Context: an optimization exercise on an open-source flow, tuned for small area. The choices shown serve that exercise and are no tape-out recipe. In this exercise RTL edits were held to simulation tests only and were not proved equivalent to the original. No driver is modelled on the clock port, so clock power and skew are understated where the tree is cut down; a real chip needs a root buffer or a tree. Power figures rest on the tool's default switching activity, not on a simulated workload.

## run A
// sync_fifo
module sync_fifo(input clk,reset,we,re,input [7:0]data_in, output empty,full,output reg [7:0]data_out);
Size: about 250 cells after synthesis, ~140 flip-flops, roughly 22 I/O pins, about 5000 um^2 of cells after synthesis.
Settings: LEC_CHECK=0, ABC_AREA=1, CAP_MARGIN=20, CORE_MARGIN=2, CORE_UTILIZATION=75, GPL_TIMING_DRIVEN=0, SLEW_MARGIN=20; clock period 4.0 ns.
standard.sh (not shown) runs the stock make flow with config.mk's settings and CLKGATE_MAP_FILE= SYNTH_SCRIPT=/design/flow/synth_recipe.tcl, a recipe that flattens the netlist after the stock synthesis.
==> flow/flow/run.sh <==
#!/bin/bash
# Own layout flow: the standard ORFS flow (standard.sh), with
#  - an area-oriented ABC mapping script that keeps the RTL's logic structure
#    (ORFS's abc_area.script maps for delay),
#  - port buffers of the smallest buffer, buf_1,
#  - a two-level inverter clock tree built by flow/manual_cts.tcl in place of
#    TritonCTS: the clock port drives one root inverter, which drives leaf
#    inverters, each at the centre of a cluster of flip-flops. The leaf count
#    and the cell sizes are the smallest that keep the estimated flip-flop
#    clock-pin slew under CTS_SLEW_TARGET (ns).
# Each step's full output goes to a log file in the work folder.
set -euo pipefail
W=$PWD
rm -rf "$W/scripts"
cp -r "$FLOW_HOME/scripts" "$W/scripts"
cp "$W/flow/abc_area.script" "$W/scripts/abc_area.script"
grep -q 'log_cmd clock_tree_synthesis {\*}$cts_args' "$W/scripts/cts.tcl"
sed -i "s#log_cmd clock_tree_synthesis {\*}\$cts_args#source $W/flow/manual_cts.tcl; manual_cts_search \$::env(CTS_NBUFS) \$::env(CTS_SIZES) \$::env(CTS_SLEW_TARGET)#" "$W/scripts/cts.tcl"
export BUFFER_PORTS_ARGS="-buffer_cell sky130_fd_sc_hd__buf_1"
export CTS_NBUFS="4 5 6 7 8 9 10 12"
export CTS_SIZES="sky130_fd_sc_hd__inv_2 sky130_fd_sc_hd__inv_4 sky130_fd_sc_hd__inv_6 sky130_fd_sc_hd__inv_8 sky130_fd_sc_hd__inv_12 sky130_fd_sc_hd__inv_16"
export CTS_SLEW_TARGET=0.110
bash standard.sh SCRIPTS_DIR="$W/scripts" synth > "$W/synth.log" 2>&1
bash standard.sh SCRIPTS_DIR="$W/scripts" finish > "$W/finish.log" 2>&1
Other scripts of this flow, unchanged in this note and not shown: flow/flow/abc_area.script, flow/flow/manual_cts.tcl
> inputs changed (run A -> run B)
--- a/flow/flow/run.sh
+++ b/flow/flow/run.sh
@@ -9,4 +9,6 @@
 #    and the cell sizes are the smallest that keep the estimated flip-flop
 #    clock-pin slew under CTS_SLEW_TARGET (ns).
+#  - after CTS, repair_timing's power recovery (flow/post_cts.tcl), which
+#    downsizes cells that have slack to spare.
 # Each step's full output goes to a log file in the work folder.
 set -euo pipefail
@@ -20,5 +22,6 @@
 export CTS_NBUFS="4 5 6 7 8 9 10 12"
 export CTS_SIZES="sky130_fd_sc_hd__inv_2 sky130_fd_sc_hd__inv_4 sky130_fd_sc_hd__inv_6 sky130_fd_sc_hd__inv_8 sky130_fd_sc_hd__inv_12 sky130_fd_sc_hd__inv_16"
-export CTS_SLEW_TARGET=0.110
+export CTS_SLEW_TARGET=0.122
+export POST_CTS_TCL="$W/flow/post_cts.tcl"
 bash standard.sh SCRIPTS_DIR="$W/scripts" synth > "$W/synth.log" 2>&1
 bash standard.sh SCRIPTS_DIR="$W/scripts" finish > "$W/finish.log" 2>&1
==> flow/flow/post_cts.tcl (new file) <==
# After CTS: downsize cells on paths with positive slack (repair_timing's
# power recovery, which also gives back area), then legalize again.
log_cmd repair_timing -recover_power 100 -verbose
detailed_placement
check_placement -verbose
==> results.txt <==
Run A -> run B: routed wire length decreased slightly
Changes observed in run B relative to run A: share of cell area taken by multi-input logic gates ~0 delta, relative area change from synthesis to final layout fell 0.55 points, combinational power went down by about 2%, final cell area excluding filler cells dropped 0.52%.
| final worst-path setup slack | run B vs run A | ≈ equal |
Cmp run B vs run A: total power lower in run B
The inputs of run C differ from those of run B as listed below.
--- a/flow/flow/run.sh
+++ b/flow/flow/run.sh
@@ -3,4 +3,6 @@
 #  - an area-oriented ABC mapping script that keeps the RTL's logic structure
 #    (ORFS's abc_area.script maps for delay),
+#  - no adder extraction before ABC (ADDER_MAP_FILE empty): it turned the
+#    counter's XOR/AND pairs into half-adder cells ABC cannot optimise,
 #  - port buffers of the smallest buffer, buf_1,
 #  - a two-level inverter clock tree built by flow/manual_cts.tcl in place of
@@ -24,4 +26,4 @@
 export CTS_SLEW_TARGET=0.122
 export POST_CTS_TCL="$W/flow/post_cts.tcl"
-bash standard.sh SCRIPTS_DIR="$W/scripts" synth > "$W/synth.log" 2>&1
+bash standard.sh SCRIPTS_DIR="$W/scripts" ADDER_MAP_FILE= synth > "$W/synth.log" 2>&1
 bash standard.sh SCRIPTS_DIR="$W/scripts" finish > "$W/finish.log" 2>&1
[summary]
- Of the two candidates, run B has the worse clock skew and run C the better one.
- Looking at global-route usage, run C sits 0.85 points above run B.
- Smallest setup slack after layout: lower on run C
- Against run B, shortest period the worst path allows in run C came out worse.
- What run C reported for fmax has to be multiplied by 1.08 to get the figure for run B.
- Run C completed every stage of the flow, and the final layout passed the timing, DRC and antenna checks.
- Proportion of total power due to net switching delta (run B -> run C): insignificant
- Sequential power delta (run C -> run B): insignificant
- Of the two candidates, run B has the better net switching component of the power and run C the worse one.
- Sort run C and run B by net count after synthesis, ascending, and run C comes first.
- Clock group share of total power: run C vs run B down 0.5 points
- Re finished layout cell area: run C and run B aren't equal, and the lower value belongs to run B.
--- input diff run C..run D ---
--- a/flow/flow/run.sh
+++ b/flow/flow/run.sh
@@ -3,6 +3,4 @@
 #  - an area-oriented ABC mapping script that keeps the RTL's logic structure
 #    (ORFS's abc_area.script maps for delay),
-#  - no adder extraction before ABC (ADDER_MAP_FILE empty): it turned the
-#    counter's XOR/AND pairs into half-adder cells ABC cannot optimise,
 #  - port buffers of the smallest buffer, buf_1,
 #  - a two-level inverter clock tree built by flow/manual_cts.tcl in place of
@@ -24,6 +22,6 @@
 export CTS_NBUFS="4 5 6 7 8 9 10 12"
 export CTS_SIZES="sky130_fd_sc_hd__inv_2 sky130_fd_sc_hd__inv_4 sky130_fd_sc_hd__inv_6 sky130_fd_sc_hd__inv_8 sky130_fd_sc_hd__inv_12 sky130_fd_sc_hd__inv_16"
-export CTS_SLEW_TARGET=0.122
+export CTS_SLEW_TARGET=0.110
 export POST_CTS_TCL="$W/flow/post_cts.tcl"
-bash standard.sh SCRIPTS_DIR="$W/scripts" ADDER_MAP_FILE= synth > "$W/synth.log" 2>&1
+bash standard.sh SCRIPTS_DIR="$W/scripts" synth > "$W/synth.log" 2>&1
 bash standard.sh SCRIPTS_DIR="$W/scripts" finish > "$W/finish.log" 2>&1
==> results.txt <==
After detailed routing, run C needs more wire than run D.
Data arrival time of the critical path sits lower in run D than in run C.
The peak fanout along the critical path of run D is lower than that of run C.
Run D vs run C — critical path depth rose 1.
Going from run C to run D, largest net degree at the start of global routing shows an increase of about 140%, minimum clock period saw a decrease.
In every run of this note, the design's own scripts or RTL, not TritonCTS, make the clock network.

========
sync_fifo, a different RTL version from the one above (not shown whole).
Size: about 260 cells after synthesis, ~140 flip-flops, about 22 I/O pins, ~5100 um2 of cells after synthesis.
==> flow/config.mk <==
export PLATFORM = sky130hd
export DESIGN_NAME = sync_fifo
export DESIGN_NICKNAME = sync_fifo
export VERILOG_FILES = /design/flow/design.v
export SDC_FILE = /design/flow/constraint.sdc
export NUM_CORES = 4
export LEC_CHECK = 0
export ABC_AREA = 1
export CAP_MARGIN = 20
export CORE_MARGIN = 2
export CORE_UTILIZATION = 75
export GPL_TIMING_DRIVEN = 0
export SLEW_MARGIN = 20
==> flow/constraint.sdc <==
create_clock -name core_clock -period 4.0 [get_ports {clk}]
set_input_delay 0.8000 -clock core_clock [delete_from_list [all_inputs] [get_ports {clk}]]
set_output_delay 0.8000 -clock core_clock [all_outputs]
set_load 0.01 [all_outputs]
==> flow/flow/run.sh <==
#!/bin/bash
# Own layout flow: the standard ORFS flow (standard.sh), with
#  - an area-oriented ABC mapping script (ORFS's abc_area.script maps for delay),
#  - port buffers of the smallest buffer, buf_1,
#  - a one-level clock tree built by flow/manual_cts.tcl in place of TritonCTS:
#    the clock port drives one root inverter, which drives CTS_NBUF leaf
#    inverters, each at the centre of a cluster of flip-flops.
# Each step's full output goes to a log file in the work folder.
set -euo pipefail
W=$PWD
rm -rf "$W/scripts"
cp -r "$FLOW_HOME/scripts" "$W/scripts"
cp "$W/flow/abc_area.script" "$W/scripts/abc_area.script"
grep -q 'log_cmd clock_tree_synthesis {\*}$cts_args' "$W/scripts/cts.tcl"
sed -i "s#log_cmd clock_tree_synthesis {\*}\$cts_args#source $W/flow/manual_cts.tcl; manual_cts_sized \$::env(CTS_NBUF) \$::env(CTS_SIZES) \$::env(CTS_ROOT) \$::env(CTS_SLEW_TARGET)#" "$W/scripts/cts.tcl"
export BUFFER_PORTS_ARGS="-buffer_cell sky130_fd_sc_hd__buf_1"
export CTS_NBUF=8
export CTS_SIZES="sky130_fd_sc_hd__inv_6 sky130_fd_sc_hd__inv_8 sky130_fd_sc_hd__inv_12 sky130_fd_sc_hd__inv_16"
export CTS_ROOT=sky130_fd_sc_hd__inv_8
export CTS_SLEW_TARGET=0.105
bash standard.sh SCRIPTS_DIR="$W/scripts" synth > "$W/synth.log" 2>&1
bash standard.sh SCRIPTS_DIR="$W/scripts" finish > "$W/finish.log" 2>&1
Other scripts of this flow, unchanged in this note and not shown: flow/flow/abc_area.script, flow/flow/manual_cts.tcl
Next try:
--- a/flow/config.mk
+++ b/flow/config.mk
@@ -9,5 +9,5 @@
 export CAP_MARGIN = 20
 export CORE_MARGIN = 2
-export CORE_UTILIZATION = 75
+export CORE_UTILIZATION = 60
 export GPL_TIMING_DRIVEN = 0
 export SLEW_MARGIN = 20
- final area is higher by 0.79%
- sequential share of layout area is lower by 0.61 points
- die area is higher by 24%
In every run of this note, the design's own scripts or RTL, not TritonCTS, make the clock network.

## re-timing with driven ports
How much do the figures lean on ideal ports? The routed layouts below were timed once more, with nothing changed but the port constraints. Step 1 assumes that a clkbuf_16 drives the clock port and a buf_2 every other input. Step 2, shift: input delay + t, output delay - t, t = (earliest + latest rising clock arrival at the registers) / 2. This alone moves slack from input paths to output paths. Slacks: ideal ports / drivers / drivers and shift; pairs: ideal ports / drivers.
run	t, ns	setup slack, ns	hold slack, ns	worst setup path at the end	slew at the worst register clock pin (ns)
run A	0.235	0.731 / 0.731 / 0.731	0.447 / 0.447 / 0.447	register to register	0.11 / 0.11
run B	0.261	0.730 / 0.730 / 0.730	0.449 / 0.449 / 0.449	register to register	0.12 / 0.12
run C	0.315	0.478 / 0.478 / 0.478	0.436 / 0.421 / 0.458	register to register	0.12 / 0.11
run D	0.236	0.781 / 0.781 / 0.781	0.450 / 0.450 / 0.450	register to register	0.11 / 0.11
the first run of note 2	0.246	1.423 / 1.445 / 1.199	0.440 / 0.440 / 0.440	input to register	0.10 / 0.10
the second run of note 2	0.251	1.385 / 1.385 / 1.224	0.447 / 0.447 / 0.447	input to register	0.10 / 0.10
After both steps every run listed still meets setup and hold. The setup slack of the first run of note 2, which loses most, moves by +0.022 ns with the drivers and by -0.224 ns with both steps.
